Context: an optimization exercise on an open-source flow, tuned for small area, a short achievable clock period and few clock cycles. The choices shown serve that exercise and are no tape-out recipe. RTL that was checked went through simulation tests only; none was proved equivalent to the original. The RTL of runs 1 and 2 was laid out without a check of its function. Power figures rest on the tool's default switching activity, not on a simulated workload.

==> design.v <==
`timescale 100 ns / 10 ps
module floatMult16 (floatA, floatB, product);
input  [15:0] floatA, floatB;
output [15:0] product;
wire [9:0] a = floatA[9:0];
wire [9:0] b = floatB[9:0];
wire [99:0] pp;
genvar gi, gj;
generate
    for (gi = 0; gi < 10; gi = gi + 1) begin : g_i
        for (gj = 0; gj < 10; gj = gj + 1) begin : g_j
            assign pp[gi*10+gj] = a[gi] & b[gj];
        end
    end
endgenerate
    wire s0 = pp[9] ^ pp[18];
    wire c0 = pp[9] & pp[18];
    wire s1 = pp[19] ^ pp[28] ^ pp[37];
    wire c1 = (pp[19] & pp[28]) | (pp[37] & (pp[19] ^ pp[28]));
    wire s2 = pp[46] ^ pp[55];
    wire c2 = pp[46] & pp[55];
    wire s3 = pp[29] ^ pp[38] ^ pp[47];
    wire c3 = (pp[29] & pp[38]) | (pp[47] & (pp[29] ^ pp[38]));
    wire s4 = pp[56] ^ pp[65];
    wire c4 = pp[56] & pp[65];
    wire s5 = pp[39] ^ pp[48] ^ pp[57];
    wire c5 = (pp[39] & pp[48]) | (pp[57] & (pp[39] ^ pp[48]));
    wire s6 = pp[6] ^ pp[15];
    wire c6 = pp[6] & pp[15];
    wire s7 = pp[7] ^ pp[16] ^ pp[25];
    wire c7 = (pp[7] & pp[16]) | (pp[25] & (pp[7] ^ pp[16]));
    wire s8 = pp[34] ^ pp[43];
    wire c8 = pp[34] & pp[43];
    wire s9 = pp[8] ^ pp[17] ^ pp[26];
    wire c9 = (pp[8] & pp[17]) | (pp[26] & (pp[8] ^ pp[17]));
    wire s10 = pp[35] ^ pp[44] ^ pp[53];
    wire c10 = (pp[35] & pp[44]) | (pp[53] & (pp[35] ^ pp[44]));
    wire s11 = pp[62] ^ pp[71];
    wire c11 = pp[62] & pp[71];
    wire s12 = pp[27] ^ pp[36] ^ pp[45];
    wire c12 = (pp[27] & pp[36]) | (pp[45] & (pp[27] ^ pp[36]));
    wire s13 = pp[54] ^ pp[63] ^ pp[72];
    wire c13 = (pp[54] & pp[63]) | (pp[72] & (pp[54] ^ pp[63]));
    wire s14 = pp[81] ^ pp[90] ^ s0;
    wire c14 = (pp[81] & pp[90]) | (s0 & (pp[81] ^ pp[90]));
    wire s15 = pp[64] ^ pp[73] ^ pp[82];
    wire c15 = (pp[64] & pp[73]) | (pp[82] & (pp[64] ^ pp[73]));
    wire s16 = pp[91] ^ a[0] ^ b[0];
    wire c16 = (pp[91] & a[0]) | (b[0] & (pp[91] ^ a[0]));
    wire s17 = s1 ^ s2 ^ c0;
    wire c17 = (s1 & s2) | (c0 & (s1 ^ s2));
    wire s18 = pp[74] ^ pp[83] ^ pp[92];
    wire c18 = (pp[74] & pp[83]) | (pp[92] & (pp[74] ^ pp[83]));
    wire s19 = a[1] ^ b[1] ^ s3;
    wire c19 = (a[1] & b[1]) | (s3 & (a[1] ^ b[1]));
    wire s20 = s4 ^ c1 ^ c2;
    wire c20 = (s4 & c1) | (c2 & (s4 ^ c1));
    wire s21 = pp[66] ^ pp[75] ^ pp[84];
    wire c21 = (pp[66] & pp[75]) | (pp[84] & (pp[66] ^ pp[75]));
    wire s22 = pp[93] ^ a[2] ^ b[2];
    wire c22 = (pp[93] & a[2]) | (b[2] & (pp[93] ^ a[2]));
    wire s23 = s5 ^ c3 ^ c4;
    wire c23 = (s5 & c3) | (c4 & (s5 ^ c3));
    wire s24 = pp[49] ^ pp[58] ^ pp[67];
    wire c24 = (pp[49] & pp[58]) | (pp[67] & (pp[49] ^ pp[58]));
    wire s25 = pp[76] ^ pp[85] ^ pp[94];
    wire c25 = (pp[76] & pp[85]) | (pp[94] & (pp[76] ^ pp[85]));
    wire s26 = a[3] ^ b[3] ^ c5;
    wire c26 = (a[3] & b[3]) | (c5 & (a[3] ^ b[3]));
    wire s27 = pp[59] ^ pp[68] ^ pp[77];
    wire c27 = (pp[59] & pp[68]) | (pp[77] & (pp[59] ^ pp[68]));
    wire s28 = pp[86] ^ pp[95] ^ a[4];
    wire c28 = (pp[86] & pp[95]) | (a[4] & (pp[86] ^ pp[95]));
    wire s29 = pp[69] ^ pp[78] ^ pp[87];
    wire c29 = (pp[69] & pp[78]) | (pp[87] & (pp[69] ^ pp[78]));
    wire s30 = pp[4] ^ pp[13];
    wire c30 = pp[4] & pp[13];
    wire s31 = pp[5] ^ pp[14] ^ pp[23];
    wire c31 = (pp[5] & pp[14]) | (pp[23] & (pp[5] ^ pp[14]));
    wire s32 = pp[32] ^ pp[41];
    wire c32 = pp[32] & pp[41];
    wire s33 = pp[24] ^ pp[33] ^ pp[42];
    wire c33 = (pp[24] & pp[33]) | (pp[42] & (pp[24] ^ pp[33]));
    wire s34 = pp[51] ^ pp[60] ^ s6;
    wire c34 = (pp[51] & pp[60]) | (s6 & (pp[51] ^ pp[60]));
    wire s35 = pp[52] ^ pp[61] ^ pp[70];
    wire c35 = (pp[52] & pp[61]) | (pp[70] & (pp[52] ^ pp[61]));
    wire s36 = s7 ^ s8 ^ c6;
    wire c36 = (s7 & s8) | (c6 & (s7 ^ s8));
    wire s37 = pp[80] ^ s9 ^ s10;
    wire c37 = (pp[80] & s9) | (s10 & (pp[80] ^ s9));
    wire s38 = s11 ^ c7 ^ c8;
    wire c38 = (s11 & c7) | (c8 & (s11 ^ c7));
    wire s39 = s12 ^ s13 ^ s14;
    wire c39 = (s12 & s13) | (s14 & (s12 ^ s13));
    wire s40 = c9 ^ c10 ^ c11;
    wire c40 = (c9 & c10) | (c11 & (c9 ^ c10));
    wire s41 = s15 ^ s16 ^ s17;
    wire c41 = (s15 & s16) | (s17 & (s15 ^ s16));
    wire s42 = c12 ^ c13 ^ c14;
    wire c42 = (c12 & c13) | (c14 & (c12 ^ c13));
    wire s43 = s18 ^ s19 ^ s20;
    wire c43 = (s18 & s19) | (s20 & (s18 ^ s19));
    wire s44 = c15 ^ c16 ^ c17;
    wire c44 = (c15 & c16) | (c17 & (c15 ^ c16));
    wire s45 = s21 ^ s22 ^ s23;
    wire c45 = (s21 & s22) | (s23 & (s21 ^ s22));
    wire s46 = c18 ^ c19 ^ c20;
    wire c46 = (c18 & c19) | (c20 & (c18 ^ c19));
    wire s47 = s24 ^ s25 ^ s26;
    wire c47 = (s24 & s25) | (s26 & (s24 ^ s25));
    wire s48 = c21 ^ c22 ^ c23;
    wire c48 = (c21 & c22) | (c23 & (c21 ^ c22));
    wire s49 = b[4] ^ s27 ^ s28;
    wire c49 = (b[4] & s27) | (s28 & (b[4] ^ s27));
    wire s50 = c24 ^ c25 ^ c26;
    wire c50 = (c24 & c25) | (c26 & (c24 ^ c25));
    wire s51 = pp[96] ^ a[5] ^ b[5];
    wire c51 = (pp[96] & a[5]) | (b[5] & (pp[96] ^ a[5]));
    wire s52 = s29 ^ c27 ^ c28;
    wire c52 = (s29 & c27) | (c28 & (s29 ^ c27));
    wire s53 = pp[79] ^ pp[88] ^ pp[97];
    wire c53 = (pp[79] & pp[88]) | (pp[97] & (pp[79] ^ pp[88]));
    wire s54 = a[6] ^ b[6] ^ c29;
    wire c54 = (a[6] & b[6]) | (c29 & (a[6] ^ b[6]));
    wire s55 = pp[89] ^ pp[98] ^ a[7];
    wire c55 = (pp[89] & pp[98]) | (a[7] & (pp[89] ^ pp[98]));
    wire s56 = pp[3] ^ pp[12];
    wire c56 = pp[3] & pp[12];
    wire s57 = pp[22] ^ pp[31] ^ pp[40];
    wire c57 = (pp[22] & pp[31]) | (pp[40] & (pp[22] ^ pp[31]));
    wire s58 = pp[50] ^ s31 ^ s32;
    wire c58 = (pp[50] & s31) | (s32 & (pp[50] ^ s31));
    wire s59 = s33 ^ s34 ^ c31;
    wire c59 = (s33 & s34) | (c31 & (s33 ^ s34));
    wire s60 = s35 ^ s36 ^ c33;
    wire c60 = (s35 & s36) | (c33 & (s35 ^ s36));
    wire s61 = s37 ^ s38 ^ c35;
    wire c61 = (s37 & s38) | (c35 & (s37 ^ s38));
    wire s62 = s39 ^ s40 ^ c37;
    wire c62 = (s39 & s40) | (c37 & (s39 ^ s40));
    wire s63 = s41 ^ s42 ^ c39;
    wire c63 = (s41 & s42) | (c39 & (s41 ^ s42));
    wire s64 = s43 ^ s44 ^ c41;
    wire c64 = (s43 & s44) | (c41 & (s43 ^ s44));
    wire s65 = s45 ^ s46 ^ c43;
    wire c65 = (s45 & s46) | (c43 & (s45 ^ s46));
    wire s66 = s47 ^ s48 ^ c45;
    wire c66 = (s47 & s48) | (c45 & (s47 ^ s48));
    wire s67 = s49 ^ s50 ^ c47;
    wire c67 = (s49 & s50) | (c47 & (s49 ^ s50));
    wire s68 = s51 ^ s52 ^ c49;
    wire c68 = (s51 & s52) | (c49 & (s51 ^ s52));
    wire s69 = s53 ^ s54 ^ c51;
    wire c69 = (s53 & s54) | (c51 & (s53 ^ s54));
    wire s70 = b[7] ^ s55 ^ c53;
    wire c70 = (b[7] & s55) | (c53 & (b[7] ^ s55));
    wire s71 = pp[99] ^ a[8] ^ b[8];
    wire c71 = (pp[99] & a[8]) | (b[8] & (pp[99] ^ a[8]));
    wire s72 = pp[2] ^ pp[11];
    wire c72 = pp[2] & pp[11];
    wire s73 = pp[21] ^ pp[30] ^ s56;
    wire c73 = (pp[21] & pp[30]) | (s56 & (pp[21] ^ pp[30]));
    wire s74 = s30 ^ s57 ^ c56;
    wire c74 = (s30 & s57) | (c56 & (s30 ^ s57));
    wire s75 = c30 ^ s58 ^ c57;
    wire c75 = (c30 & s58) | (c57 & (c30 ^ s58));
    wire s76 = c32 ^ s59 ^ c58;
    wire c76 = (c32 & s59) | (c58 & (c32 ^ s59));
    wire s77 = c34 ^ s60 ^ c59;
    wire c77 = (c34 & s60) | (c59 & (c34 ^ s60));
    wire s78 = c36 ^ s61 ^ c60;
    wire c78 = (c36 & s61) | (c60 & (c36 ^ s61));
    wire s79 = c38 ^ s62 ^ c61;
    wire c79 = (c38 & s62) | (c61 & (c38 ^ s62));
    wire s80 = c40 ^ s63 ^ c62;
    wire c80 = (c40 & s63) | (c62 & (c40 ^ s63));
    wire s81 = c42 ^ s64 ^ c63;
    wire c81 = (c42 & s64) | (c63 & (c42 ^ s64));
    wire s82 = c44 ^ s65 ^ c64;
    wire c82 = (c44 & s65) | (c64 & (c44 ^ s65));
    wire s83 = c46 ^ s66 ^ c65;
    wire c83 = (c46 & s66) | (c65 & (c46 ^ s66));
    wire s84 = c48 ^ s67 ^ c66;
    wire c84 = (c48 & s67) | (c66 & (c48 ^ s67));
    wire s85 = c50 ^ s68 ^ c67;
    wire c85 = (c50 & s68) | (c67 & (c50 ^ s68));
    wire s86 = c52 ^ s69 ^ c68;
    wire c86 = (c52 & s69) | (c68 & (c52 ^ s69));
    wire s87 = c54 ^ s70 ^ c69;
    wire c87 = (c54 & s70) | (c69 & (c54 ^ s70));
    wire s88 = c55 ^ s71 ^ c70;
    wire c88 = (c55 & s71) | (c70 & (c55 ^ s71));
    wire s89 = a[9] ^ b[9] ^ c71;
    wire c89 = (a[9] & b[9]) | (c71 & (a[9] ^ b[9]));
wire [21:0] r0 = {1'b0, 1'b1, s89, s88, s87, s86, s85, s84, s83, s82, s81, s80, s79, s78, s77, s76, s75, s74, s73, pp[20], pp[1], pp[0]};
wire [21:0] r1 = {1'b0, c89, c88, c87, c86, c85, c84, c83, c82, c81, c80, c79, c78, c77, c76, c75, c74, c73, c72, s72, pp[10], 1'b0};
wire [21:0] p = r0 + r1;
wire [5:0] esum = {1'b0, floatA[14:10]} + {1'b0, floatB[14:10]};
wire [6:0] e0 = {1'b0, esum} - 7'd15;
wire [6:0] e1 = {1'b0, esum} - 7'd14;
wire       ok0 = ~e0[6] & ~e0[5];
wire       ok1 = ~e1[6] & ~e1[5];
wire       nz  = (floatA != 16'd0) & (floatB != 16'd0);
wire [9:0] m   = p[21] ? p[20:11] : p[19:10];
wire [4:0] e   = p[21] ? e1[4:0] : e0[4:0];
wire       ok  = nz & (p[21] ? ok1 : ok0);
assign product = ok ? {floatA[15] ^ floatB[15], e, m} : 16'd0;
endmodule
`timescale 100 ns / 10 ps
module floatAdd16 (floatA, floatB, sum);
input  [15:0] floatA, floatB;
output [15:0] sum;
wire        sa = floatA[15], sb = floatB[15];
wire [4:0]  ea = floatA[14:10], eb = floatB[14:10];
wire [10:0] fa = {1'b1, floatA[9:0]};
wire [10:0] fb = {1'b1, floatB[9:0]};
wire        sub = sa ^ sb;
wire a_zero = (floatA == 16'd0);
wire b_zero = (floatB == 16'd0);
wire cancel = (floatA[14:0] == floatB[14:0]) & sub;
wire [5:0] dab = {1'b0, ea} - {1'b0, eb};
wire [5:0] dba = {1'b0, eb} - {1'b0, ea};
wire       age = ~dab[5];                  
wire [10:0] sha = (dba[4] | (dba[3:0] > 4'd10)) ? 11'd0 : (fa >> dba[3:0]);
wire [10:0] shb = (dab[4] | (dab[3:0] > 4'd10)) ? 11'd0 : (fb >> dab[3:0]);
wire [4:0]  xe  = age ? ea : eb;
wire        xs  = age ? sa : sb;
wire [10:0] fx  = age ? fa : fb;
wire [10:0] fys = age ? shb : sha;
wire [4:0]  xe_p1 = xe + 5'd1;
wire [4:0]  xe_m1 = xe - 5'd1;
wire        xe_max = (xe == 5'd31);
wire        xe_min = (xe == 5'd0);
wire [11:0] s   = {1'b0, fx} + {1'b0, fys};
wire [10:0] r   = fx - fys;                
wire [14:0] res_add  = s[11] ? {xe_p1, s[10:1]} : {xe, s[9:0]};
wire        v_add    = ~(s[11] & xe_max);
wire [14:0] res_fsub = r[10] ? {xe, r[9:0]} : {xe_m1, r[8:0], 1'b0};
wire        v_fsub   = ~(~r[10] & xe_min);
wire        d0  = (ea == eb);
wire        da1 = (dab == 6'd1);             
wire        db1 = (dba == 6'd1);             
wire [11:0] r0  = {1'b0, fa} - {1'b0, fb};   
wire [10:0] r1  = fb - fa;                   
wire [10:0] r2  = fa - {1'b0, fb[10:1]};     
wire [10:0] r3  = fb - {1'b0, fa[10:1]};     
wire [10:0] rc  = d0 ? (r0[11] ? r1 : r0[10:0]) : (da1 ? r2 : r3);
wire        sc  = d0 ? (r0[11] ? sb : sa) : (da1 ? sa : sb);
wire        close = sub & (d0 | da1 | db1);
reg  [3:0]  lz;
integer k;
always @(*) begin
    lz = 4'd10;
    for (k = 0; k <= 10; k = k + 1)
        if (rc[k]) lz = 4'd10 - k[3:0];
end
wire [10:0] rn = rc << lz;
wire [5:0]  ec = {1'b0, xe} - {2'b0, lz};
wire use_b = a_zero;
wire use_a = ~a_zero & b_zero;
wire use_c = ~a_zero & ~b_zero & ~cancel & close;
wire use_s = ~a_zero & ~b_zero & ~cancel & ~close & sub;
wire use_d = ~a_zero & ~b_zero & ~cancel & ~sub;
assign sum = ({16{use_b}} & floatB)
           | ({16{use_a}} & floatA)
           | ({16{use_c & ~ec[5]}} & {sc, ec[4:0], rn[9:0]})
           | ({16{use_s & v_fsub}} & {xs, res_fsub})
           | ({16{use_d & v_add}}  & {xs, res_add});
endmodule
`timescale 100 ns / 10 ps
module processingElement16(clk,reset,floatA,floatB,valid,result);
parameter DATA_WIDTH = 16;
input clk, reset;
input [DATA_WIDTH-1:0] floatA, floatB;
input valid;
output reg [DATA_WIDTH-1:0] result;
wire [DATA_WIDTH-1:0] multResult;
wire [DATA_WIDTH-1:0] addResult;
reg  [DATA_WIDTH-1:0] product;
reg                   pvalid;
floatMult16 FM (floatA,floatB,multResult);
floatAdd16 FADD (product,result,addResult);
always @ (posedge clk) begin
	product <= multResult;
end
always @ (posedge clk or posedge reset) begin
	if (reset == 1'b1) begin
		pvalid <= 1'b0;
		result <= 0;
	end else begin
		pvalid <= valid;
		if (pvalid) result <= addResult;
	end
end
endmodule
`timescale 100 ns / 10 ps
module convUnit (
    clk,
    reset,
    image,
    filter,
    result,
    done
);
    parameter DATA_WIDTH = 16;
    parameter D = 1;
    parameter F = 5;
    localparam N = D*F*F;
    input clk, reset;
    input [N*DATA_WIDTH-1:0] image, filter;
    output [DATA_WIDTH-1:0] result;
    output reg done;   
    reg  [N-1:1] pend;     
    reg          last;     
    reg          valid;    
    reg  [DATA_WIDTH-1:0] opA, opB;
    wire [N-1:1] sel;      
    wire [N-1:0] pick;
    genvar t;
    generate
        for (t = 1; t < N; t = t + 1) begin : g_sel
            if (t == 1) begin : g_first
                assign sel[t] = pend[t];
            end else begin : g_rest
                assign sel[t] = pend[t] & ~|pend[t-1:1];
            end
            assign pick[t] = sel[t] & ~reset;
        end
    endgenerate
    assign pick[0] = reset;
    wire any = |pend;
    reg [DATA_WIDTH-1:0] muxA, muxB;
    reg [N-1:1] nz;
    integer j;
    always @(*) begin
        muxA = 0;
        muxB = 0;
        for (j = 0; j < N; j = j + 1) begin
            muxA = muxA | ({DATA_WIDTH{pick[j]}} & image[DATA_WIDTH*j+:DATA_WIDTH]);
            muxB = muxB | ({DATA_WIDTH{pick[j]}} & filter[DATA_WIDTH*j+:DATA_WIDTH]);
        end
        for (j = 1; j < N; j = j + 1)
            nz[j] = |image[DATA_WIDTH*j+:DATA_WIDTH];
    end
    always @(posedge clk) begin
        pend  <= reset ? nz : (pend & ~sel);
        opA   <= muxA;
        opB   <= muxB;
        valid <= reset | any;
    end
    always @(posedge clk, posedge reset) begin
        if (reset == 1'b1) begin
            last <= 1'b0;
            done <= 1'b0;
        end else begin
            last <= ~any;
            done <= last;
        end
    end
    processingElement16 PE (
        .clk   (clk),
        .reset (reset),
        .floatA(opA),
        .floatB(opB),
        .valid (valid),
        .result(result)
    );
endmodule
==> flow/run.sh <==
#!/bin/bash
set -euo pipefail
export BUFFER_PORTS_ARGS="-buffer_cell sky130_fd_sc_hd__buf_1"
export SETUP_SLACK_MARGIN="${MARGIN:-$(cat flow/margin.txt)}"
bash standard.sh > standard.log 2>&1
==> flow/margin.txt <==
10
==> standard.sh <==
#!/bin/bash
# synth_recipe.tcl (not shown) runs the flow's synth.tcl, then flattens the netlist and writes it again
# the make line also repeats each setting of config.mk as NAME=value (left out here)
make -C /OpenROAD-flow-scripts/flow DESIGN_CONFIG=/design/flow/config.mk WORK_HOME=/design/flow/orfs CLKGATE_MAP_FILE= SYNTH_SCRIPT=/design/flow/synth_recipe.tcl "${@:-finish}"
==> config.mk <==
export PLATFORM = sky130hd
export DESIGN_NAME = convUnit
export DESIGN_NICKNAME = convUnit
export VERILOG_FILES = /design/flow/design.v
export SDC_FILE = /design/flow/constraint.sdc
export NUM_CORES = 4
export LEC_CHECK = 0
export CAP_MARGIN = 20
export CORE_AREA = 5 5 225 225
export DIE_AREA = 0 0 230 230
export SLEW_MARGIN = 20
==> constraint.sdc <==
create_clock -name core_clock -period 16.0 [get_ports {clk}]
set_input_delay 3.2000 -clock core_clock [delete_from_list [all_inputs] [get_ports {clk}]]
set_output_delay 3.2000 -clock core_clock [all_outputs]
set_load 0.01 [all_outputs]
==> run notes, run 1 <==
----------------------------------------------------
[STA]
  Worst-case clock skew ... 11.94 ps
  Number of setup violations in the final report ... 0
  Count of final hold-check violations ... 0
  Fin Hold WS ... 339.3 ps
  Worst slew margin ... 25.27%
  Total negative slack ... 0 ps
  Final period util ... 38.15%
  Max-slew violation total from the final report ... 0
  Final Critical Period ... 6103 ps
  RSZ-0062 raised after global routing ... true
  Achievable frequency ... 0.1638 GHz
  Slew at the pin with the worst max-slew slack ... 1121 ps

[Critical path]
  Req. time, crit path ... 16240 ps
  Minimum setup slack among reg-to-reg paths ... 10220 ps
  Arrival time at the worst endpoint ... 6350 ps
  Setup crit end ... opB[10]
  Critical Path Source ... reset
  Worst reg-to-reg path cell count ... 18
  Origin of the critical flop-to-flop path ... opB[8]
  Crit path launch type ... primary input
  Critical path's slowest cell ... sky130_fd_sc_hd__a221o_1
  CP Capture Type ... flip-flop
  Critical Path Fanout Max ... 16
  Endpoint of the lowest-slack register-to-register path ... PE.product[14]
  Cell chain of the critical path ... buf_4 -> buf_12 -> nor3_1 -> and3_4 -> buf_12 -> a22o_1 -> a21oi_2 -> o21ai_0 -> a21oi_1 -> nand3_2 -> a221oi_2 -> nand2_1 -> a221oi_2 -> nand3_2 -> a221o_1
  Peak per-stage delay on the critical path ... 440 ps
  Critical path type ... primary input to flip-flop

[Floorplan]
  Die boundary width ... 230 um
  Number of top-level pins ... 819
  Core Region ... 47850 um^2
  Number of core rows ... 80
  Die area ... 52900 um^2
  Die H ... 230 um
  Initial Util ... 36.81%

[Drt]
  WL final ... 135.9 mm
  Number of nets with antenna violations after detailed routing ... 0
  DRC errors left ... 0
  First-pass iteration count of the detailed router ... 10
  Average wire per cell in the routed design ... 36.70 um
  Drt via density ... 6.981
  Overall via count from detail_route ... 25.85k
  DRC marker count from the first detailed-route iteration ... 4439

[Final layout]
  Total of fill cells in the finished design ... 4910
  Area delta synth->final ... 29.16%
  Fraction of final layout cells sized beyond drive strength 1 ... 9.830%
  Final #Nets ... 4053

[Synthesis]
  Cell accounting for the most synthesized area ... sky130_fd_sc_hd__fa_1
  Synth Area in Compound Gates ... 35.98%
  Number of library cell types mapped by synthesis ... 86
  Fraction of the yosys area taken by sequential cells ... 11.00%
  Area share of fa/ha/maj cells after synthesis ... 18.33%
  Fraction of synthesized cell area taken by the top area cell type ... 10.23%
  Largest family of logic cells by synthesized area ... compound AO/OA/AOI/OAI gates
  Top area cells in the synthesized netlist ... sky130_fd_sc_hd__fa_1, sky130_fd_sc_hd__dfxtp_1, sky130_fd_sc_hd__ha_1, sky130_fd_sc_hd__a22oi_1, sky130_fd_sc_hd__a221oi_1
  Number of synthesized register bits ... 92
  Fraction of synthesized cell area in xor and xnor cells ... 3.076%
  Number of cells produced by synthesis ... 2322
  Synthesis Warnings ... 3
  Flip-flop cell with the highest count after synthesis ... sky130_fd_sc_hd__dfxtp_1
  Post-synthesis simple-gate area fraction ... 21.06%
  Leading cell type by number of instances after synthesis ... sky130_fd_sc_hd__a22oi_1
  Mean Syn Cell Area ... 7.585 um^2
  Cell area after synthesis ... 17610 um^2
  Commonest cells in the synthesized netlist ... sky130_fd_sc_hd__a22oi_1, sky130_fd_sc_hd__inv_1, sky130_fd_sc_hd__a21oi_1
  Share of cell area taken by muxes after synthesis ... 3.211%
  Net count after synthesis ... 3328
  Number of enable flip-flop cells after synthesis ... 0
  Asr flop ratio synth ... 20.65%

[Placement]
  Port Buffer Count ... 818
  Detailed Place HPWL ... 113.6 mm
  Routability congestion estimate from global placement ... 1.391

[Min path]
  Worst min path class ... flip-flop to flip-flop

[Clocking]
  H-tree levels ... 3
  Clock buffer count from CTS ... 9
  Clock input transition at the sequential cells of the worst setup and hold paths ... 70 ps
  Clock latency reported for the late side of the worst-skew pair ... 400 ps
  Clock root buffer ... sky130_fd_sc_hd__clkbuf_16
  TritonCTS clock tree ... done
  Sinks on the clock net ... 92
  CTS Buffer Depth ... 2

[GRT]
  GR Util All Layers ... 47.91%
  Number of global-route vias before repair ... 24.18k
  Pin count of the biggest net entering global routing ... 46
  Initial antenna violation count ... 52
  Final global-route overflow total ... 0
  Wire length of the first global-routing pass ... 183.2 mm

[Power]
  Leakage ... 8.694 nW
  Pwr Density ... 249.3 nW/um^2
  Maximum VDD drop ... 0.2125 mV

[Flow run]
  Count of maximum capacitance violations ... 0

[Status]
  Result of the run ... timing/DRC/antenna clean

----------------------------------------------------
-- worst min path at each step --
stage,start,end,slack [ps],cells past startpoint
finish,valid,PE.pvalid,340,0
global route,valid,PE.pvalid,340,0
CTS,valid,PE.pvalid,340,0
detailed placement,valid,PE.pvalid,330,0
global placement,valid,PE.pvalid,320,0
floorplan,valid,PE.pvalid,320,0
-- cells by family (layout without fill, tap and decap cells) --
| family | count (synthesis) | in the layout |
|---|---|---|
| AOI/OAI and AO/OA | 872 | 873 |
| xor gates and xnor gates | 61 | 61 |
| adders and majority gates | 204 | 204 |
| buffers and inverters | 333 | 1061 |
| DFF | 92 | 92 |
| muxes | 46 | 46 |
| other | 0 | 36 |
| and+or+nand+nor | 714 | 715 |
-- per-stage QoR --
stage	setup WS [ps]	util (%)	cells	total power [W]	area [um^2]
3_5_place_dp	8460	44.20	3631	0.004887	21150
5_1_grt	9959	47.49	3692	0.006032	22720
2_1_floorplan	10350	-	2322	0.003658	17610
4_1_cts	9953	45.97	3650	0.005234	21990
3_3_place_gp	8466	44.20	3631	0.004835	21150
6_report	9897	47.54	3703	0.005671	22750
-- registers in the layout (all words and copies together), names as in the netlist --
| name | flops |
|---|---|
| pend | 24 |
| PE.product | 16 |
| PE.result | 16 |
| opA | 16 |
| opB | 16 |
| PE.pvalid | 1 |
| done | 1 |
| last | 1 |
| valid | 1 |
-- metal layers --
| layer | GRT usage [%] | share of wire, % | vias to the layer above |
|---|---|---|---|
| met5 | 0 | 0.18 | - |
| met4 | 33.01 | 8.4 | 36 |
| met3 | 20.36 | 14 | 517 |
| met2 | 66.74 | 40 | 2336 |
| met1 | 59.48 | 37 | 12460 |
| li1 | - | - | 10500 |
-- placed cells by master, fill, tap and decap left out, drive strengths merged, types with 13 or more instances in the layout --
cell	instances
a22o	36
o22ai	19
diode	36
dfrtp	19
nor3	22
ha	114
o21ai	113
nand3	90
fa	90
dfxtp	73
a41o	14
nor2	148
nor2b	13
and2	68
nand2	154
nor4	126
and3	13
a211oi	16
xor2	18
o21a	17
a41oi	15
o211ai	14
a221oi	103
inv	173
mux2i	34
a22oi	176
a21o	26
buf	870
a221o	38
a222oi	32
a21oi	159
xnor2	43
-- layout make-up --
cell class	count	area, um^2	share of cell area (%)
Sequential cell	92	1974	8.679
Clock buffer	11	252.7	1.111
Tap cell	615	769.5	3.383
Multi-Input combinational cell	1899	15390	67.66
Timing Repair Buffer	872	3581	15.74
Antenna cell	36	90.09	0.3960
Inverter	173	655.6	2.882
Clock inverter	5	33.78	0.1485
-- critical path: cells and delay by family --
family | cells | cell delay, ps
simple gates | 5 | 940
compound gates | 7 | 1680
buf+inv | 3 | 500
-- power by group --
part / total, W / switching, W / internal [W]
Clock: 0.000227 / 0.000113 / 0.000114
Combinational: 0.00500 / 0.00308 / 0.00193
Sequential: 0.000439 / 0.000148 / 0.000292
Total: 0.00567 / 0.00334 / 0.00233
-- timing repair --
item | 4_1_cts | 5_1_grt
gates cloned | 2 | 2
pin swaps | 3 | 16
endpoints found under the setup margin | 64 | 64
gates resized for setup | 109 | 110
setup buffers | 1 | 15
hold buffers | 0 | 0
==> run 2: changes to the inputs <==
==> run.sh (new file) <==
#!/bin/bash
# synth_recipe.tcl (not shown) runs the flow's synth.tcl, then flattens the netlist and writes it again
# the make line also repeats each setting of config.mk as NAME=value (left out here)
make -C /OpenROAD-flow-scripts/flow DESIGN_CONFIG=/design/flow/config.mk WORK_HOME=/design/flow/orfs CLKGATE_MAP_FILE= SYNTH_SCRIPT=/design/flow/synth_recipe.tcl finish
removed: flow/run.sh
removed: flow/margin.txt
removed: standard.sh
==> run 2 against run 1 <==
Net effect: fmax is 17% lower; setup slack worse by 1200 ps; sequential power down 2%; count of clock-buffer cells in the layout down 1; via count is 2.0% lower; routed wire length decreased by 3.9%; hold slack gained 17 ps; synthesized cell count stayed put; critical path type unchanged.
==> run notes, run 2 <==
----------------------------------------------------
[Floorplan]
  Number of top-level pins ... 819 (unchanged)
  Die boundary width ... 230 um (unchanged)
  Die H ... 230 um (unchanged)
  Number of core rows ... 80 (unchanged)
  Initial Util ... 36.81% (unchanged)
  Core Region ... 47850 um^2 (unchanged)
  Die area ... 52900 um^2 (unchanged)

[GRT]
  GR Util met3 ... 16.81% (-3.5 points)
  Initial antenna violation count ... 37 (-29%)
  Global-route track usage on met1 ... 58.42% (-1.1 points)
  GR Util All Layers ... 46.38% (-1.5 points)
  Global Route met2 Usage ... 67.03% (+0.29 points)
  Wire length of the first global-routing pass ... 179.8 mm (-1.8%)
  Pin count of the biggest net entering global routing ... 47 (+2.2%)
  Top Usage Layer GRT ... met2
  Final global-route overflow total ... 0 (unchanged)
  Number of global-route vias before repair ... 24.53k (+1.5%)

[Synthesis]
  Cell accounting for the most synthesized area ... sky130_fd_sc_hd__fa_1
  Number of enable flip-flop cells after synthesis ... 0 (unchanged)
  Leading cell type by number of instances after synthesis ... sky130_fd_sc_hd__a22oi_1
  Number of synthesized register bits ... 92 (unchanged)
  Cell area after synthesis ... 17610 um^2 (unchanged)
  Top area cells in the synthesized netlist ... sky130_fd_sc_hd__fa_1, sky130_fd_sc_hd__dfxtp_1, sky130_fd_sc_hd__ha_1, sky130_fd_sc_hd__a22oi_1, sky130_fd_sc_hd__a221oi_1
  Net count after synthesis ... 3328 (unchanged)
  Mean Syn Cell Area ... 7.585 um^2 (unchanged)
  Fraction of synthesized cell area taken by the top area cell type ... 10.23% (unchanged)
  Number of cells produced by synthesis ... 2322 (unchanged)
  Fraction of synthesized cell area in xor and xnor cells ... 3.076% (unchanged)
  Fraction of the yosys area taken by sequential cells ... 11.00% (unchanged)
  Synth Area in Compound Gates ... 35.98% (unchanged)
  Flip-flop cell with the highest count after synthesis ... sky130_fd_sc_hd__dfxtp_1
  Post-synthesis simple-gate area fraction ... 21.06% (unchanged)
  Number of library cell types mapped by synthesis ... 86 (unchanged)
  Commonest cells in the synthesized netlist ... sky130_fd_sc_hd__a22oi_1, sky130_fd_sc_hd__inv_1, sky130_fd_sc_hd__a21oi_1
  Area share of fa/ha/maj cells after synthesis ... 18.33% (unchanged)
  Asr flop ratio synth ... 20.65% (unchanged)
  Largest family of logic cells by synthesized area ... compound AO/OA/AOI/OAI gates
  Share of cell area taken by muxes after synthesis ... 3.211% (unchanged)
  Synthesis Warnings ... 3 (unchanged)

[Final layout]
  Area delta synth->final ... 51.55%
  Post-Layout Cell Count ... 3679 (-0.65%)
  Total of fill cells in the finished design ... 4402 (-10%)
  Commonest cells after routing, fill and taps aside ... sky130_fd_sc_hd__clkdlybuf4s50_1, sky130_fd_sc_hd__a22oi_1, sky130_fd_sc_hd__inv_1
  Final design instance area without fill ... 26690 um^2 (+17%)
  Flip-flop count of the largest register, all copies and words added ... 24 (unchanged)
  Final #Nets ... 4034 (-0.47%)
  Most common cell after layout, fill and taps aside ... sky130_fd_sc_hd__clkdlybuf4s50_1
  Register bank with the most flops ... pend
  Fraction of final layout cells sized beyond drive strength 1 ... 3.858% (-6.0 points)

[STA]
  Final period util ... 45.94% (+7.8 points)
  Max-slew violation total from the final report ... 0 (unchanged)
  Final Critical Period ... 7351 ps (+1248 ps)
  Worst slew margin ... 18.15% (-7.1 points)
  Count of final hold-check violations ... 0 (unchanged)
  Achievable frequency ... 0.1360 GHz (-17%)
  RSZ-0062 raised after global routing ... false
  Number of setup violations in the final report ... 0 (unchanged)
  Slew at the pin with the worst max-slew slack ... 1228 ps (+106.9 ps)
  Final setup slack of the worst path ... 8649 ps (-1248 ps)
  Worst-case clock skew ... 26.67 ps (+14.73 ps)
  Total negative slack ... 0 ps (unchanged)
  Fin Hold WS ... 356.1 ps (+16.78 ps)

[Placement]
  Worst slack at placement ... 8510 ps (+50.39 ps)
  Detailed Place HPWL ... 111.1 mm (-2.2%)
  Port Buffer Count ... 818 (unchanged)
  Placed insts ... 3632 (+0.028%)
  Routability congestion estimate from global placement ... 1.241 (-11%)
  Instance area after placement ... 26280 um^2 (+24%)

[Critical path]
  Req. time, crit path ... 16260 ps (+20 ps)
  CP Capture Type ... flip-flop
  Arrival time at the worst endpoint ... 7610 ps (+1260 ps)
  Setup crit end ... opB[14]
  Endpoint of the lowest-slack register-to-register path ... PE.result[15]
  Cell chain of the critical path ... buf_4 -> nor3_1 -> and3_1 -> buf_4 -> a22o_1 -> a21oi_1 -> o21ai_0 -> a21oi_1 -> nand3_1 -> a221oi_1 -> nand2_1 -> a221oi_1 -> nand3_1 -> a221o_1
  Critical Path Source ... reset
  Crit path launch type ... primary input
  Origin of the critical flop-to-flop path ... PE.product[10]
  Critical Path Fanout Max ... 38 (+22)
  Critical path's slowest cell ... sky130_fd_sc_hd__a221oi_1
  Minimum setup slack among reg-to-reg paths ... 9110 ps (-1110 ps)
  Critical path type ... primary input to flip-flop
  Worst reg-to-reg path cell count ... 23 (+5)
  Peak per-stage delay on the critical path ... 960 ps (+520 ps)

[Clocking]
  Clock latency reported for the late side of the worst-skew pair ... 390 ps (about the same)
  H-tree levels ... 3 (unchanged)
  Clock buffer count from CTS ... 9 (unchanged)
  Setup Fix Bufs, Post-CTS ... 0 (-1)
  Number of buffers inserted for hold repair after clock tree synthesis ... 0 (unchanged)
  Clock input transition at the sequential cells of the worst setup and hold paths ... 90 ps (+20 ps)
  Resized cells post-CTS ... 0 (-100%)
  Clock root buffer ... sky130_fd_sc_hd__clkbuf_16
  CTS Buffer Depth ... 2 (unchanged)
  Sinks on the clock net ... 92 (unchanged)
  TritonCTS clock tree ... done

[Power]
  Leakage ... 10.49 nW (+21%)
  Maximum VDD drop ... 0.2073 mV (-2.4%)
  Pwr Density ... 207.8 nW/um^2 (-17%)

[Drt]
  Number of nets with antenna violations after detailed routing ... 0 (unchanged)
  DRC errors left ... 0 (unchanged)
  DRC marker count from the first detailed-route iteration ... 4349 (-2.0%)
  WL final ... 130.6 mm (-3.9%)
  First-pass iteration count of the detailed router ... 12 (+2)
  Average wire per cell in the routed design ... 35.50 um (-3.3%)
  Drt via density ... 6.884 (-1.4%)
  Overall via count from detail_route ... 25.33k (-2.0%)

[Status]
  Result of the run ... timing/DRC/antenna clean

[Flow run]
  Count of maximum capacitance violations ... 0 (unchanged)

[Min path]
  Worst min path class ... flip-flop to flip-flop

----------------------------------------------------
run 2: cell counts after synthesis:
Identical to the previous run, type by type.
run 2: how the worst min path moves through the flow:
stage / endpoint / depth (start not counted) / slack (ps) / from
5_1_grt: PE.pvalid / 0 / 360 / valid
3_3_place_gp: PE.pvalid / 0 / 320 / valid
6_report: PE.pvalid / 0 / 360 / valid
4_1_cts: PE.pvalid / 0 / 360 / valid
2_1_floorplan: PE.pvalid / 0 / 320 / valid
3_5_place_dp: PE.pvalid / 0 / 320 / valid
run 2: worst max-delay path: cells and delay by family:
kind                   cells  cell delay [ps]
AO/OA/AOI/OAI              7             2420
buffers and inverters      2              750
AND/OR/NAND/NOR            5             1130
run 2: cell type report:
type                    count  area [um^2]  area share (%)
repair buffers            855         8461           31.70
multi-input cells        1897        14460           54.19
inverters                 173        649.4           2.433
well taps                 615        769.5           2.883
clock inverters             6        93.84          0.3516
diodes                     31        77.57          0.2906
clock buffers              10        239.0          0.8954
flip-flops and latches     92         1937           7.257
run 2: cells by family (layout without fill, tap and decap cells):
group	count (synthesis)	in the layout
other	0	31
xor gates and xnor gates	61	61
muxes	46	46
DFF	92	92
and+or+nand+nor	714	714
buffers and inverters	333	1044
adders and majority gates	204	204
AOI/OAI and AO/OA	872	872
run 2: layer usage:
layer	up-vias	wire length, um	share of wire [%]
met3	440	17790	14
met2	2314	53170	41
met1	12120	48780	37
li1	10440	-	-
met5	-	217	0.17
met4	16	10650	8.2
run 2: per-stage QoR:
step	power (W)	util, %
finish	0.005548	55.78
global route	0.005904	55.75
CTS	0.005350	55.62
detailed placement	0.005054	54.92
global placement	0.005002	54.90
floorplan	0.003658	-
run 2: power by group:
part	internal, W	leakage [nW]	switching (W)	total (W)
registers	0.000289	0.856	0.000142	0.000430
clock network	0.000143	0.165	0.000112	0.000255
logic	0.00192	9.47	0.00294	0.00486
==> run 3: changes to the inputs <==
--- a/design.v
+++ b/design.v
@@ -202,10 +202,9 @@
 wire       ok0 = ~e0[6] & ~e0[5];
 wire       ok1 = ~e1[6] & ~e1[5];
 wire       nz  = (floatA != 16'd0) & (floatB != 16'd0);
-wire [9:0] m   = p[21] ? p[20:11] : p[19:10];
-wire [4:0] e   = p[21] ? e1[4:0] : e0[4:0];
-wire       ok  = nz & (p[21] ? ok1 : ok0);
-assign product = ok ? {floatA[15] ^ floatB[15], e, m} : 16'd0;
+wire [15:0] q0 = (nz & ok0) ? {floatA[15] ^ floatB[15], e0[4:0], p[19:10]} : 16'd0;
+wire [15:0] q1 = (nz & ok1) ? {floatA[15] ^ floatB[15], e1[4:0], p[20:11]} : 16'd0;
+assign product = p[21] ? q1 : q0;
 endmodule
 `timescale 100 ns / 10 ps
 module floatAdd16 (floatA, floatB, sum);
@@ -269,30 +268,38 @@
            | ({16{use_d & v_add}}  & {xs, res_add});
 endmodule
 `timescale 100 ns / 10 ps
-module processingElement16(clk,reset,floatA,floatB,valid,result);
+module processingElement16(reset, pend, image, filter, opA, opB, nz);
 parameter DATA_WIDTH = 16;
-input clk, reset;
-input [DATA_WIDTH-1:0] floatA, floatB;
-input valid;
-output reg [DATA_WIDTH-1:0] result;
-wire [DATA_WIDTH-1:0] multResult;
-wire [DATA_WIDTH-1:0] addResult;
-reg  [DATA_WIDTH-1:0] product;
-reg                   pvalid;
-floatMult16 FM (floatA,floatB,multResult);
-floatAdd16 FADD (product,result,addResult);
-always @ (posedge clk) begin
-	product <= multResult;
-end
-always @ (posedge clk or posedge reset) begin
-	if (reset == 1'b1) begin
-		pvalid <= 1'b0;
-		result <= 0;
-	end else begin
-		pvalid <= valid;
-		if (pvalid) result <= addResult;
+parameter N = 25;
+input  reset;
+input  [N-1:1] pend;
+input  [N*DATA_WIDTH-1:0] image, filter;
+output [DATA_WIDTH-1:0] opA, opB;
+output reg [N-1:1] nz;
+wire [N-1:1] sel;
+genvar t;
+generate
+	for (t = 1; t < N; t = t + 1) begin : g_sel
+		if (t == 1) begin : g_first
+			assign sel[t] = pend[t];
+		end else begin : g_rest
+			assign sel[t] = pend[t] & ~|pend[t-1:1];
+		end
+	end
+endgenerate
+reg [DATA_WIDTH-1:0] muxA, muxB;
+integer j;
+always @(*) begin
+	muxA = 0;
+	muxB = 0;
+	for (j = 1; j < N; j = j + 1) begin
+		muxA = muxA | ({DATA_WIDTH{sel[j]}} & image[DATA_WIDTH*j+:DATA_WIDTH]);
+		muxB = muxB | ({DATA_WIDTH{sel[j]}} & filter[DATA_WIDTH*j+:DATA_WIDTH]);
+		nz[j] = |image[DATA_WIDTH*j+:DATA_WIDTH];
 	end
 end
+assign opA = reset ? image[DATA_WIDTH-1:0]  : muxA;
+assign opB = reset ? filter[DATA_WIDTH-1:0] : muxB;
 endmodule
 `timescale 100 ns / 10 ps
 module convUnit (
@@ -309,61 +316,45 @@
     localparam N = D*F*F;
     input clk, reset;
     input [N*DATA_WIDTH-1:0] image, filter;
-    output [DATA_WIDTH-1:0] result;
+    output reg [DATA_WIDTH-1:0] result;
     output reg done;   
-    reg  [N-1:1] pend;     
-    reg          last;     
-    reg          valid;    
-    reg  [DATA_WIDTH-1:0] opA, opB;
-    wire [N-1:1] sel;      
-    wire [N-1:0] pick;
-    genvar t;
-    generate
-        for (t = 1; t < N; t = t + 1) begin : g_sel
-            if (t == 1) begin : g_first
-                assign sel[t] = pend[t];
-            end else begin : g_rest
-                assign sel[t] = pend[t] & ~|pend[t-1:1];
-            end
-            assign pick[t] = sel[t] & ~reset;
-        end
-    endgenerate
-    assign pick[0] = reset;
+    reg  [N-1:1] pend;      
+    reg          last;      
+    reg          valid;     
+    reg          pvalid;    
+    reg  [DATA_WIDTH-1:0] opA, opB, product;
+    wire [N-1:1] nz;
+    wire [DATA_WIDTH-1:0] selA, selB, multResult, addResult;
     wire any = |pend;
-    reg [DATA_WIDTH-1:0] muxA, muxB;
-    reg [N-1:1] nz;
-    integer j;
-    always @(*) begin
-        muxA = 0;
-        muxB = 0;
-        for (j = 0; j < N; j = j + 1) begin
-            muxA = muxA | ({DATA_WIDTH{pick[j]}} & image[DATA_WIDTH*j+:DATA_WIDTH]);
-            muxB = muxB | ({DATA_WIDTH{pick[j]}} & filter[DATA_WIDTH*j+:DATA_WIDTH]);
-        end
-        for (j = 1; j < N; j = j + 1)
-            nz[j] = |image[DATA_WIDTH*j+:DATA_WIDTH];
-    end
+    processingElement16 #(.DATA_WIDTH(DATA_WIDTH), .N(N)) SEL (
+        .reset (reset),
+        .pend  (pend),
+        .image (image),
+        .filter(filter),
+        .opA   (selA),
+        .opB   (selB),
+        .nz    (nz)
+    );
+    floatMult16 FM (opA, opB, multResult);
+    floatAdd16 FADD (product, result, addResult);
     always @(posedge clk) begin
-        pend  <= reset ? nz : (pend & ~sel);
-        opA   <= muxA;
-        opB   <= muxB;
-        valid <= reset | any;
+        pend    <= reset ? nz : (pend & (pend - 1'b1));
+        opA     <= selA;
+        opB     <= selB;
+        valid   <= reset | any;
+        product <= multResult;
     end
     always @(posedge clk, posedge reset) begin
         if (reset == 1'b1) begin
-            last <= 1'b0;
-            done <= 1'b0;
+            last   <= 1'b0;
+            done   <= 1'b0;
+            pvalid <= 1'b0;
+            result <= 0;
         end else begin
-            last <= ~any;
-            done <= last;
+            last   <= ~any;
+            done   <= last;
+            pvalid <= valid;
+            if (pvalid) result <= addResult;
         end
     end
-    processingElement16 PE (
-        .clk   (clk),
-        .reset (reset),
-        .floatA(opA),
-        .floatB(opB),
-        .valid (valid),
-        .result(result)
-    );
 endmodule
==> flow/run.sh (new file) <==
#!/bin/bash
set -euo pipefail
export BUFFER_PORTS_ARGS="-buffer_cell sky130_fd_sc_hd__buf_1"
export SETUP_SLACK_MARGIN="${MARGIN:-$(cat flow/margin.txt)}"
bash standard.sh > standard.log 2>&1
==> flow/margin.txt (new file) <==
10.5
==> standard.sh (new file) <==
#!/bin/bash
# synth_recipe.tcl (not shown) runs the flow's synth.tcl, then flattens the netlist and writes it again
# the make line also repeats each setting of config.mk as NAME=value (left out here)
make -C /OpenROAD-flow-scripts/flow DESIGN_CONFIG=/design/flow/config.mk WORK_HOME=/design/flow/orfs CLKGATE_MAP_FILE= SYNTH_SCRIPT=/design/flow/synth_recipe.tcl "${@:-finish}"
--- a/config.mk
+++ b/config.mk
@@ -6,6 +6,6 @@
 export NUM_CORES = 4
 export LEC_CHECK = 0
 export CAP_MARGIN = 20
-export CORE_AREA = 5 5 225 225
-export DIE_AREA = 0 0 230 230
+export CORE_AREA = 5 5 245 245
+export DIE_AREA = 0 0 250 250
 export SLEW_MARGIN = 20
removed: run.sh
==> run 3 against run 2 <==
Net effect: still clean on timing, DRC and antenna; global-route usage down 12 points; synthesized area down 0.48%; via count down 1.9%; cell count up 7.6%; die area up 18%; hold slack worse by 17 ps; sequential power down 6.3%; setup slack better by 1700 ps; largest power group unchanged.
==> run notes, run 3 <==
----------------------------------------------------
[Min path]
  Worst min path class ... flip-flop to flip-flop

[Drt]
  DRC errors left ... 0 (unchanged)
  WL final ... 118.6 mm (-9.2%)
  Number of nets with antenna violations after detailed routing ... 0 (unchanged)
  Average wire per cell in the routed design ... 29.96 um (-16%)
  Drt via density ... 6.274 (-8.9%)
  DRC marker count from the first detailed-route iteration ... 3339 (-23%)
  First-pass iteration count of the detailed router ... 10 (-2)
  Overall via count from detail_route ... 24.83k (-1.9%)

[GRT]
  GR Util met3 ... 10.98% (-5.8 points)
  Global-route track usage on met1 ... 43.36% (-15 points)
  Final global-route overflow total ... 0 (unchanged)
  Wire length of the first global-routing pass ... 162.1 mm (-9.9%)
  Top Usage Layer GRT ... met2
  GR Util All Layers ... 34.68% (-12 points)
  Global Route met2 Usage ... 56.77% (-10 points)
  Initial antenna violation count ... 19 (-49%)
  Pin count of the biggest net entering global routing ... 39 (-17%)
  Number of global-route vias before repair ... 23.53k (-4.1%)

[Synthesis]
  Fraction of synthesized cell area taken by the top area cell type ... 10.28% (+0.049 points)
  Cell accounting for the most synthesized area ... sky130_fd_sc_hd__fa_1
  Synthesis Warnings ... 3 (unchanged)
  Mean Syn Cell Area ... 7.390 um^2 (-2.6%)
  Leading cell type by number of instances after synthesis ... sky130_fd_sc_hd__nand2_1
  Number of synthesized register bits ... 92 (unchanged)
  Number of cells produced by synthesis ... 2372 (+2.2%)
  Number of library cell types mapped by synthesis ... 88 (+2.3%)
  Top area cells in the synthesized netlist ... sky130_fd_sc_hd__fa_1, sky130_fd_sc_hd__dfxtp_1, sky130_fd_sc_hd__ha_1, sky130_fd_sc_hd__nand2_1, sky130_fd_sc_hd__a221oi_1
  Cell area after synthesis ... 17530 um^2 (-0.48%)
  Fraction of the yosys area taken by sequential cells ... 11.05% (+0.053 points)
  Net count after synthesis ... 3378 (+1.5%)
  Number of enable flip-flop cells after synthesis ... 0 (unchanged)
  Flip-flop cell with the highest count after synthesis ... sky130_fd_sc_hd__dfxtp_1
  Commonest cells in the synthesized netlist ... sky130_fd_sc_hd__nand2_1, sky130_fd_sc_hd__inv_1, sky130_fd_sc_hd__nor2_1
  Asr flop ratio synth ... 20.65% (unchanged)

[Floorplan]
  Core Region ... 57370 um^2 (+20%)
  Number of top-level pins ... 819 (unchanged)
  Number of core rows ... 88 (+10%)
  Die area ... 62500 um^2 (+18%)
  Die boundary width ... 250 um (+8.7%)
  Initial Util ... 30.56% (-6.3 points)
  Die H ... 250 um (+8.7%)

[Final layout]
  Final #Nets ... 4186 (+3.8%)
  Commonest cells after routing, fill and taps aside ... sky130_fd_sc_hd__buf_1, sky130_fd_sc_hd__nand2_1, sky130_fd_sc_hd__inv_1
  Post-Layout Cell Count ... 3958 (+7.6%)
  Fraction of final layout cells sized beyond drive strength 1 ... 15.82% (+12 points)
  Flip-flop count of the largest register, all copies and words added ... 24 (unchanged)
  Most common cell after layout, fill and taps aside ... sky130_fd_sc_hd__buf_1
  Total of fill cells in the finished design ... 6055 (+38%)
  Area of the multi-input gates ... 16370 um^2 (+13%)
  Register bank with the most flops ... pend
  Storage element area ... 1992 um^2 (+2.8%)
  Area delta synth->final ... 40.32%

[Critical path]
  Minimum setup slack among reg-to-reg paths ... 10570 ps (+1460 ps)
  CP Capture Type ... flip-flop
  Critical Path Fanout Max ... 11 (-71%)
  Critical path type ... primary input to flip-flop
  Req. time, crit path ... 16250 ps (about the same)
  Arrival time at the worst endpoint ... 5910 ps (-1700 ps)
  Crit path launch type ... primary input

[Clocking]
  H-tree levels ... 3 (unchanged)
  Number of buffers inserted for hold repair after clock tree synthesis ... 0 (unchanged)
  Sinks on the clock net ... 92 (unchanged)
  Clock input transition at the sequential cells of the worst setup and hold paths ... 70 ps (-20 ps)
  Clock buffer count from CTS ... 9 (unchanged)
  Clock root buffer ... sky130_fd_sc_hd__clkbuf_16
  TritonCTS clock tree ... done
  CTS Buffer Depth ... 2 (unchanged)
  Clock latency reported for the late side of the worst-skew pair ... 390 ps (about the same)

[Status]
  Result of the run ... timing/DRC/antenna clean

[Flow run]
  Count of maximum capacitance violations ... 0 (unchanged)

[Power]
  Pwr Density ... 249.7 nW/um^2 (+20%)
  Leakage ... 9.019 nW (-14%)
  Maximum VDD drop ... 0.2226 mV (+7.4%)

[STA]
  Worst-case clock skew ... 16.13 ps (-10.53 ps)
  Slew at the pin with the worst max-slew slack ... 1043 ps (-184.5 ps)
  Achievable frequency ... 0.1766 GHz (+30%)
  Final period util ... 35.39% (-11 points)
  Worst slew margin ... 30.28% (+12 points)
  Fin Hold WS ... 339.0 ps (-17.04 ps)
  Max-slew violation total from the final report ... 0 (unchanged)
  Number of setup violations in the final report ... 0 (unchanged)
  Count of final hold-check violations ... 0 (unchanged)
  Final setup slack of the worst path ... 10340 ps (+1689 ps)
  RSZ-0062 raised after global routing ... true
  Final Critical Period ... 5662 ps (-1689 ps)
  Total negative slack ... 0 ps (unchanged)

[Placement]
  Placed insts ... 3837 (+5.6%)
  Port Buffer Count ... 818 (unchanged)
  Routability congestion estimate from global placement ... 1.161 (-6.5%)
  Detailed Place HPWL ... 96.00 mm (-14%)
  Worst slack at placement ... 9005 ps (+494.8 ps)

----------------------------------------------------
==> run 3: logic make-up after synthesis <==
family	synth area share, %
AO/OA/AOI/OAI	33.44
XOR/XNOR	2.491
adder cells (fa/ha/maj)	18.42
buffers and inverters	7.310
flip-flops	11.05
multiplexers	2.741
AND/OR/NAND/NOR	24.55
==> run 3: per-stage QoR <==
stage	utilization [%]	cell area (um^2)	power, W
CTS	40.11	23010	0.005376
global placement	37.09	21280	0.004852
floorplan	-	17530	0.003671
global route	42.87	24590	0.006576
finish	42.87	24590	0.006142
detailed placement	37.10	21280	0.004830
==> run 3: critical path, cell delays in order <==
cell and delay (ps):
sky130_fd_sc_hd__clkbuf_16 160, sky130_fd_sc_hd__buf_16 180, sky130_fd_sc_hd__a221oi_4 190, sky130_fd_sc_hd__nand3_2 130, sky130_fd_sc_hd__a221oi_2 200, sky130_fd_sc_hd__nand3_2 160
sky130_fd_sc_hd__a221o_1 370, sky130_fd_sc_hd__a221oi_2 290, sky130_fd_sc_hd__nand2_2 150, sky130_fd_sc_hd__a221o_1 330, sky130_fd_sc_hd__a221oi_4 320, sky130_fd_sc_hd__a41oi_2 180
==> run 3: final timing paths <==
check                           startpoint    endpoint  depth (start not counted)
worst max-delay path                 reset     opA[13]                         12
worst min-delay path                 valid      pvalid                          0
worst max register to register      opB[8]  product[1]                         21
worst min register to register       valid      pvalid                          0
max in group asynchronous            reset  result[11]                          5
min in group asynchronous            reset   result[9]                          4
==> run 3: area by class of cell <==
class / instances / area share (%)
timing repair buffer: 946 / 17.42
clock buffer: 13 / 1.058
antenna: 8 / 0.08140
tap: 765 / 3.892
inverter: 179 / 2.783
multi-input combinational: 1952 / 66.56
sequential: 92 / 8.099
clock inverter: 3 / 0.1068
==> run 3: where the power goes <==
group	internal, W	switching, W
Clock	0.000116	0.000108
Combinational	0.00234	0.00317
Sequential	0.000291	0.000112
Total	0.00275	0.00339
==> run 3: what timing repair did <==
action / in CTS / in global routing
setup buffers: 25 / 60
pin swaps: 91 / 123
resized for setup: 215 / 188
setup endpoints to repair: 63 / 64
gates cloned: 5 / 5
==> run 3: routing by layer <==
metal	share of wire (%)	vias to the layer above
met1	37	11920
met5	0.049	-
met3	12	336
met4	4.7	8
met2	46	1875
li1	-	10700
Testbench counts of run 3, summed over its fixed seeds: cycles 10,736.
==> run 4: changes to the inputs <==
==> flow/margin.txt (replaced) <==
0
--- a/config.mk
+++ b/config.mk
@@ -5,6 +5,7 @@
 export SDC_FILE = /design/flow/constraint.sdc
 export NUM_CORES = 4
 export LEC_CHECK = 0
+export ABC_AREA = 1
 export CAP_MARGIN = 20
 export CORE_AREA = 5 5 245 245
 export DIE_AREA = 0 0 250 250
==> run 4 against run 3 <==
Net effect: power down 0.78%; fmax fell by 4.6%; setup slack got worse by 270 ps; synthesized cell count grew 26%; clock power increased by 3%; routed wire length rose by 1.1%.
==> run notes, run 4 <==
----------------------------------------------------
[Flow run]
  Count of maximum capacitance violations ... 0 (unchanged)

[Synthesis]
  Commonest cells in the synthesized netlist ... sky130_fd_sc_hd__nand2_1, sky130_fd_sc_hd__inv_1, sky130_fd_sc_hd__o21ai_0
  Fraction of synthesized cell area taken by the top area cell type ... 15.37% (+5.1 points)
  Mean Syn Cell Area ... 6.233 um^2 (-16%)
  Asr flop ratio synth ... 20.65% (unchanged)
  Cell accounting for the most synthesized area ... sky130_fd_sc_hd__nand2_1
  Synthesis Warnings ... 3 (unchanged)
  Net count after synthesis ... 3995 (+18%)
  Flip-flop cell with the highest count after synthesis ... sky130_fd_sc_hd__dfxtp_1
  Number of synthesized register bits ... 92 (unchanged)
  Cell area after synthesis ... 18630 um^2 (+6.3%)
  Leading cell type by number of instances after synthesis ... sky130_fd_sc_hd__nand2_1
  Number of cells produced by synthesis ... 2989 (+26%)
  Fraction of the yosys area taken by sequential cells ... 10.40% (-0.65 points)
  Number of enable flip-flop cells after synthesis ... 0 (unchanged)
  Number of library cell types mapped by synthesis ... 73 (-17%)
  Top area cells in the synthesized netlist ... sky130_fd_sc_hd__nand2_1, sky130_fd_sc_hd__inv_1, sky130_fd_sc_hd__fa_1, sky130_fd_sc_hd__dfxtp_1, sky130_fd_sc_hd__ha_1

[Critical path]
  Critical Path Fanout Max ... 12 (+1)
  Arrival time at the worst endpoint ... 6210 ps (+300 ps)
  Origin of the critical flop-to-flop path ... opA[5]
  Crit path launch type ... flip-flop
  Req. time, crit path ... 16280 ps (+30 ps)
  Critical Path Source ... opA[5]
  CP Capture Type ... flip-flop
  Critical path type ... flip-flop to flip-flop

[Clocking]
  TritonCTS clock tree ... done
  CTS Buffer Depth ... 2 (unchanged)
  Setup Fix Bufs, Post-CTS ... 0 (-100%)
  Sinks on the clock net ... 92 (unchanged)
  Clock buffer count from CTS ... 9 (unchanged)
  Clock root buffer ... sky130_fd_sc_hd__clkbuf_16
  Clock input transition at the sequential cells of the worst setup and hold paths ... 80 ps (about the same)
  Resized cells post-CTS ... 0 (-100%)
  Number of buffers inserted for hold repair after clock tree synthesis ... 0 (unchanged)
  H-tree levels ... 3 (unchanged)
  Clock latency reported for the late side of the worst-skew pair ... 400 ps (about the same)

[Final layout]
  Final #Nets ... 4733 (+13%)
  Area delta synth->final ... 22.14%
  Most common cell after layout, fill and taps aside ... sky130_fd_sc_hd__buf_1
  Fraction of final layout cells sized beyond drive strength 1 ... 3.912% (-12 points)
  Flip-flop count of the largest register, all copies and words added ... 24 (unchanged)
  Commonest cells after routing, fill and taps aside ... sky130_fd_sc_hd__buf_1, sky130_fd_sc_hd__nand2_1, sky130_fd_sc_hd__inv_1
  Fin util ... 39.67% (-3.2 points)
  Register bank with the most flops ... pend

[Drt]
  Drt via density ... 5.643 (-10%)
  DRC errors left ... 0 (unchanged)
  Number of nets with antenna violations after detailed routing ... 0 (unchanged)
  WL final ... 119.9 mm (+1.1%)
  First-pass iteration count of the detailed router ... 6 (-4)
  DRC marker count from the first detailed-route iteration ... 3221 (-3.5%)
  Average wire per cell in the routed design ... 26.61 um (-11%)
  Overall via count from detail_route ... 25.43k (+2.4%)

[Placement]
  Routability congestion estimate from global placement ... 1.101 (-5.2%)
  Detailed Place HPWL ... 103.2 mm (+7.5%)
  Worst slack at placement ... 10130 ps (+1128 ps)
  Port Buffer Count ... 818 (unchanged)

[Floorplan]
  Number of core rows ... 88 (unchanged)
  Die area ... 62500 um^2 (unchanged)
  Initial Util ... 32.47% (+1.9 points)
  Die boundary width ... 250 um (unchanged)
  Number of top-level pins ... 819 (unchanged)
  Die H ... 250 um (unchanged)
  Core Region ... 57370 um^2 (unchanged)

[STA]
  Total negative slack ... 0 ps (unchanged)
  RSZ-0062 raised after global routing ... false
  Count of final hold-check violations ... 0 (unchanged)
  Worst-case clock skew ... 14.80 ps (-1.333 ps)
  Final setup slack of the worst path ... 10060 ps (-273.9 ps)
  Slew at the pin with the worst max-slew slack ... 1183 ps (+139.9 ps)
  Achievable frequency ... 0.1685 GHz (-4.6%)
  Max-slew violation total from the final report ... 0 (unchanged)
  Number of setup violations in the final report ... 0 (unchanged)
  Worst slew margin ... 21.12% (-9.2 points)
  Final Critical Period ... 5935 ps (+273.9 ps)
  Final period util ... 37.10% (+1.7 points)

[Power]
  Leakage ... 10.45 nW (+16%)
  Maximum VDD drop ... 0.1764 mV (-21%)
  Pwr Density ... 267.8 nW/um^2 (+7.2%)
  Total chip power ... 0.006095 W (-0.78%)

[Status]
  Result of the run ... timing/DRC/antenna clean

[Min path]
  Origin of the worst min-delay path ... valid
  Worst min path class ... flip-flop to flip-flop

[GRT]
  GR Util All Layers ... 36.05% (+1.4 points)
  Final global-route overflow total ... 0 (unchanged)
  Pin count of the biggest net entering global routing ... 43 (+10%)
  Initial antenna violation count ... 17 (-2)
  Number of global-route vias before repair ... 24.44k (+3.9%)
  Wire length of the first global-routing pass ... 167.4 mm (+3.3%)

----------------------------------------------------
run 4: changes by cell type in the layout (fill, tap and decap cells not counted), moves of 60 or more:
cell,before,now
sky130_fd_sc_hd__buf_4,101,41
sky130_fd_sc_hd__and2_1,67,3
sky130_fd_sc_hd__inv_1,172,486
sky130_fd_sc_hd__a221o_1,64,0
sky130_fd_sc_hd__a221oi_2,79,0
sky130_fd_sc_hd__nand3_1,67,129
sky130_fd_sc_hd__nand4_1,17,91
sky130_fd_sc_hd__nand2_1,310,763
sky130_fd_sc_hd__o21ai_0,80,157
run 4: path summary, 6_finish.rpt:
path	depth (start not counted)	endpoint	slack (ps)
max in group asynchronous	5	result[11]	11620
min	0	pvalid	330
max	21	product[13]	10060
min reg2reg	0	pvalid	330
min in group asynchronous	4	pvalid	3470
max reg2reg	21	product[13]	10060
run 4: kinds of logic after synthesis:
logic type | share of synthesized area [%]
flops | 10.40
mux | 0.05373
fa+ha+maj | 17.33
simple gates | 31.04
buf+inv | 13.45
xor+xnor | 2.868
compound gates | 24.86
run 4: layout make-up:
cell class / count / area [um^2]
well taps: 765 / 957.2
clock buffers: 12 / 257.7
diodes: 9 / 22.52
flip-flops and latches: 92 / 1937
repair buffers: 859 / 3379
multi-input cells: 2256 / 14250
clock inverters: 4 / 32.53
fillers: 6568 / 34610
inverters: 509 / 1917
run 4: through the flow:
stage	cells	hold slack, ps	cell area [um^2]
final	4506	333.5	22750
after global routing	4501	335.8	22740
after CTS	4497	334.0	22730
after detailed placement	4481	325.5	22440
after global placement	4481	318.5	22430
after floorplan	2989	316.3	18630
run 4: layer usage:
| layer | vias up | share of wire, % | track usage [%] |
|---|---|---|---|
| li1 | 11660 | - | - |
| met1 | 11950 | 40 | 46.45 |
| met2 | 1560 | 45 | 58.37 |
| met3 | 255 | 9.9 | 7.993 |
| met4 | 8 | 5.1 | 15.20 |
| met5 | - | 0.056 | 0 |
run 4: critical path, stage by stage, from the launching register on:
cell                        delay, ps
sky130_fd_sc_hd__dfxtp_1          730
sky130_fd_sc_hd__nand2_1          100
sky130_fd_sc_hd__inv_1            110
sky130_fd_sc_hd__fa_1             170
sky130_fd_sc_hd__inv_1             50
sky130_fd_sc_hd__fa_1             470
sky130_fd_sc_hd__inv_1             50
sky130_fd_sc_hd__fa_1             450
sky130_fd_sc_hd__fa_1             550
sky130_fd_sc_hd__inv_1             50
sky130_fd_sc_hd__fa_1             490
sky130_fd_sc_hd__inv_1             40
sky130_fd_sc_hd__ha_1             350
sky130_fd_sc_hd__a21oi_1          170
sky130_fd_sc_hd__o21ai_0           80
sky130_fd_sc_hd__a2111oi_0        490
sky130_fd_sc_hd__o21ai_0          180
sky130_fd_sc_hd__a31oi_1          290
sky130_fd_sc_hd__inv_1             70
sky130_fd_sc_hd__nand3_1          260
sky130_fd_sc_hd__clkinv_1         310
sky130_fd_sc_hd__a32o_1           340
run 4: power by group:
part           internal, W  leakage (nW)  switching (W)  total [W]
clock             0.000116         0.140       0.000115   0.000231
combinational      0.00188          9.47        0.00355    0.00543
sequential        0.000304         0.845       0.000124   0.000428
total              0.00230          10.5        0.00379    0.00609

[port drivers added, routing unchanged]
In the flow no input, the clock included, has a driving cell. The finished layouts below were timed again as built, in two steps. Step 1, drivers: a clkbuf_16 drives clk and a buf_2 each remaining input, both assumed. Step 2 moves the port delays by t, midway between the first and last clock arrival at a register: inputs arrive t later, outputs are due t later. That takes back most of the time a late clock gives input paths. Slacks: ideal ports / drivers / drivers and shift; pairs: ideal ports / drivers.
| run | t (ns) | setup WS [ns] | latest minus earliest clock arrival (ns) |
|---|---|---|---|
| run 1 | 0.446 | 9.897 / 9.916 / 9.470 | 0.013 / 0.012 |
| run 2 | 0.424 | 8.649 / 8.659 / 8.235 | 0.026 / 0.026 |
| run 3 | 0.446 | 10.338 / 10.351 / 9.905 | 0.016 / 0.016 |
| run 4 | 0.451 | 10.065 / 10.065 / 10.065 | 0.017 / 0.016 |
After both steps every run listed still meets setup and hold. The setup slack of run 3, which loses most, moves by +0.013 ns with the drivers and by -0.433 ns with both steps.
